This design comes from an exercise in tuning for small area on the open sky130 flow, not from production work.
At most, simulation tests tie the RTL to the original design; equivalence was not proved.
Power and IR drop assume default switching activity. The flow treats the clock pin as an ideal source, which a real chip does not have.

==> flow/design.v (excerpt) <==
module router_top(clock,resetn,read_enb_0,read_enb_1,read_enb_2,data_in,pkt_valid,
       data_out_0,data_out_1,data_out_2,valid_out_0,valid_out_1,valid_out_2,err,busy);
==> module router_top, before the edit <==
module router_top(clock,resetn,read_enb_0,read_enb_1,read_enb_2,data_in,pkt_valid,
       data_out_0,data_out_1,data_out_2,valid_out_0,valid_out_1,valid_out_2,err,busy);
input clock,resetn,read_enb_0,read_enb_1,read_enb_2,pkt_valid;
input wire [7:0]data_in;
output valid_out_0,valid_out_1,valid_out_2,err,busy;
output wire [7:0]data_out_0,data_out_1,data_out_2;
localparam DA  = 3'b000,  
           LFD = 3'b001,  
           LD  = 3'b010,  
           FFS = 3'b011,  
           LAF = 3'b100,  
           LP  = 3'b101,  
           CPE = 3'b110,  
           WTE = 3'b111;  
reg [2:0] st, nst;
wire s_da  = st == DA;
wire s_lfd = st == LFD;
wire s_ld  = st == LD;
wire s_laf = st == LAF;
wire [2:0] empty, full;
assign valid_out_0 = ~empty[0];
assign valid_out_1 = ~empty[1];
assign valid_out_2 = ~empty[2];
wire c0 = ~empty[0] & ~read_enb_0;
wire c1 = ~empty[1] & ~read_enb_1;
wire c2 = ~empty[2] & ~read_enb_2;
reg [4:0] t0, t1, t2;
wire sr0 = t0 == 5'd16;
wire sr1 = t1 == 5'd16;
wire sr2 = t2 == 5'd16;
function fb;
  input [4:0] t;
  case (t)
    5'd0, 5'd1, 5'd2, 5'd4, 5'd6, 5'd8, 5'd9, 5'd10, 5'd12, 5'd14, 5'd16, 5'd19, 5'd21, 5'd23, 5'd27, 5'd29, 5'd31: fb = 1'b1;
    default: fb = 1'b0;
  endcase
endfunction
always @(posedge clock) begin
  t0 <= (~resetn | ~c0) ? 5'd0 : {t0[3:0], fb(t0)};
  t1 <= (~resetn | ~c1) ? 5'd0 : {t1[3:0], fb(t1)};
  t2 <= (~resetn | ~c2) ? 5'd0 : {t2[3:0], fb(t2)};
end
reg [1:0] dst;       
reg lpv, pd;         
wire ffull = (dst == 2'd0) ? full[0] : (dst == 2'd1) ? full[1] : (dst == 2'd2) ? full[2] : 1'b0;
wire [1:0] a = data_in[1:0];
wire a_empty = (a == 2'd0) ? empty[0] : (a == 2'd1) ? empty[1] : (a == 2'd2) ? empty[2] : 1'b0;
always @(*) begin
  case (st)
    DA:  nst = (pkt_valid && a != 2'd3) ? (a_empty ? LFD : WTE) : DA;
    WTE: nst = a_empty ? LFD : (a == 2'd3) ? DA : WTE;
    LFD: nst = LD;
    LD:  nst = ffull ? FFS : (~pkt_valid ? LP : LD);
    FFS: nst = ffull ? FFS : LAF;
    LAF: nst = pd ? DA : (lpv ? LP : LD);
    LP:  nst = CPE;
    default: nst = ffull ? FFS : DA;  
  endcase
end
always @(posedge clock) begin
  if (~resetn)
    st <= DA;
  else if ((sr0 && a == 2'd0) || (sr1 && a == 2'd1) || (sr2 && a == 2'd2))
    st <= DA;
  else
    st <= nst;
end
assign busy = ~(s_da | s_ld);
wire wr_state = s_ld | s_laf | (st == LP);
reg [7:0] dreg;      
reg [7:0] hold;      
reg [7:0] par;       
reg e;
assign err = e;
always @(posedge clock) begin
  if (~resetn)
    hold <= 0;
  else if (s_ld & ffull)
    hold <= data_in;
end
wire [7:0] dmux = s_laf ? hold : data_in;
always @(posedge clock)
  if ((s_da & pkt_valid) | (s_ld & ~ffull) | s_laf)
    dreg <= dmux;
wire pen = (s_da & pkt_valid) | (s_ld & ~ffull) | (s_laf & (~lpv | ~pd));
always @(posedge clock)
  par <= (par & {8{~s_da}}) ^ (dmux & {8{pen}});
always @(posedge clock) begin
  if (~resetn | s_da)
    pd <= 0;
  else if ((s_ld & ~pkt_valid & ~ffull) | (s_laf & lpv))
    pd <= 1;
end
always @(posedge clock) begin
  if (~resetn | (st == CPE))
    lpv <= 0;
  else if (s_ld & ~pkt_valid)
    lpv <= 1;
end
always @(posedge clock) begin
  if (~resetn)
    e <= 0;
  else if (pd)
    e <= |par;
end
always @(posedge clock)
  if (s_da)
    dst <= a;
reg hf;
wire srd = (dst == 2'd0) ? sr0 : (dst == 2'd1) ? sr1 : (dst == 2'd2) ? sr2 : 1'b0;
always @(posedge clock)
  hf <= s_lfd & ~srd;
wire [2:0] we;
assign we[0] = wr_state & (dst == 2'd0);
assign we[1] = wr_state & (dst == 2'd1);
assign we[2] = wr_state & (dst == 2'd2);
wire [2:0] re = {read_enb_2, read_enb_1, read_enb_0};
wire [2:0] srv = {sr2, sr1, sr0};
wire [7:0] dout [0:2];
assign data_out_0 = dout[0];
assign data_out_1 = dout[1];
assign data_out_2 = dout[2];
genvar n, k;
generate for (n = 0; n < 3; n = n + 1) begin : fifo
  reg [8:0] m [0:15];
  reg [4:0] cnt;       
  reg z;               
  reg [5:0] g;         
  reg [7:0] q_out;
  integer i;
  wire clr = ~resetn | srv[n];
  assign empty[n] = cnt == 5'd0;
  assign full[n] = cnt[4];
  wire w = we[n] & ~full[n];
  wire r = re[n] & ~empty[n];
  wire [15:0] sel;
  for (k = 0; k < 16; k = k + 1) begin : dec
    assign sel[k] = cnt[3:0] == ((k + 1) % 16);
  end
  reg [8:0] q;
  always @(*) begin
    q = 0;
    for (i = 0; i < 16; i = i + 1)
      q = q | (m[i] & {9{sel[i]}});
  end
  always @(posedge clock)
    if (w) begin
      m[0] <= {hf, dreg};
      for (i = 1; i < 16; i = i + 1)
        m[i] <= m[i-1];
    end
  always @(posedge clock) begin
    if (clr)
      cnt <= 0;
    else
      cnt <= cnt + {{4{r & ~w}}, w ^ r};
  end
  always @(posedge clock) begin
    if (clr)
      z <= 1'b1;
    else if (r) begin
      if (q[8])
        z <= 1'b0;
      else if (g == 0)
        z <= 1'b1;
    end
  end
  always @(posedge clock)
    if (r) begin
      if (q[8])
        g <= q[7:2];
      else
        g <= g - 1'b1;
    end
  always @(posedge clock) begin
    if (clr)
      q_out <= 0;
    else if (r)
      q_out <= q[7:0];
    else if (z)
      q_out <= 0;
  end
  assign dout[n] = q_out;
end endgenerate
endmodule
export LEC_CHECK = 0
export CAP_MARGIN = 20
export CORE_MARGIN = 2
export CORE_UTILIZATION = 70
export SLEW_MARGIN = 20
create_clock -name core_clock -period 5.0 [get_ports {clock}]
standard.sh (not shown) runs the stock make flow with config.mk's settings and CLKGATE_MAP_FILE= SYNTH_SCRIPT=/design/flow/synth_recipe.tcl, a recipe that flattens the netlist after the stock synthesis.
==> flow/flow/run.sh <==
#!/bin/bash
# The standard layout (standard.sh) with three changes:
#  - synthesis maps logic with an area-oriented ABC script (flow/synth.tcl);
#  - clock tree synthesis inserts no dummy loads and uses larger sink clusters;
#  - the input and output ports get the smallest buffer.
set -euo pipefail
here=$(pwd)
export AREA_ABC_SCRIPT=$here/flow/area.abc
export CTS_ARGS="-sink_clustering_enable -repair_clock_nets -dont_use_dummy_load -sink_clustering_size 30 -sink_clustering_max_diameter 120 -buf_list sky130_fd_sc_hd__clkbuf_16"
export BUFFER_PORTS_ARGS="-buffer_cell sky130_fd_sc_hd__buf_1"
sed "s|SYNTH_SCRIPT=[^ ]*|SYNTH_SCRIPT=$here/flow/synth.tcl|" standard.sh > layout.sh
grep -q "SYNTH_SCRIPT=$here/flow/synth.tcl" layout.sh
bash layout.sh > layout.log 2>&1
==> flow/flow/area.abc <==
strash
dc2
dch -f
amap
topo
strash
dch -f
amap
topo
==> flow/flow/synth.tcl <==
# The standard synthesis (synth_recipe.tcl), except that ABC maps the logic
# with an area-oriented script (flow/area.abc) instead of ORFS's speed script.
# Registers are mapped before ABC runs, so they are the standard ones.
proc synth {args} { yosys synth -nofsm -noshare {*}$args }
proc abc {args} {
  set i [lsearch -exact $args -script]
  if { $i >= 0 } { set args [lreplace $args $i [expr {$i + 1}] -script $::env(AREA_ABC_SCRIPT)] }
  yosys abc {*}$args
}
source $::env(SCRIPTS_DIR)/synth.tcl
# left out here: clear keep_hierarchy, flatten, clean up, hide names made inside functions, write 1_2_yosys.v
Then changed:
--- a/flow/design.v
+++ b/flow/design.v
@@ -153,7 +153,7 @@
     if (clr)
       cnt <= 0;
     else
-      cnt <= cnt + {{4{r & ~w}}, w ^ r};
+      cnt <= cnt + w - r;
   end
   always @(posedge clock) begin
     if (clr)
Result: Total power came out lower by 2.8%. Critical path depth went up by 3. Final area is lower by 1.2%. Cell count fell by 2.6%. Global-route usage drops by 0.24 points. Routed wire length shrinks by 1.1%. Worst hold slack hardly moves.
For the first run of this note, only the layout was checked, not whether the RTL still works.

port drivers added, routing unchanged:
No port has a modelled driver above. Below, the same layouts with a new extraction and two added sets of constraints. Step 1, drivers: a clkbuf_16 drives clock and a buf_2 each remaining input, both assumed. Step 2 also shifts input and output timing later by t, the mid clock arrival at the registers, as if the neighbouring blocks saw the same clock. Three values: ideal ports, drivers, drivers and shift; two values: the first two.
run | t (ns) | slack for setup (ns) | hold slack, ns | latest minus earliest clock arrival (ns) | worst slew at a driven data input, ns
the first run | 0.596 | 1.489 / 1.489 / 1.462 | 0.424 / 0.424 / 0.424 | 0.040 / 0.040 | 0.03
the second run | 0.597 | 1.408 / 1.408 / 1.408 | 0.425 / 0.425 / 0.425 | 0.015 / 0.015 | 0.07
After both steps setup and hold are still met in every run listed. For the first run, which loses most, drivers alone change the setup slack by 0.000 ns; drivers and shift together by -0.027 ns.
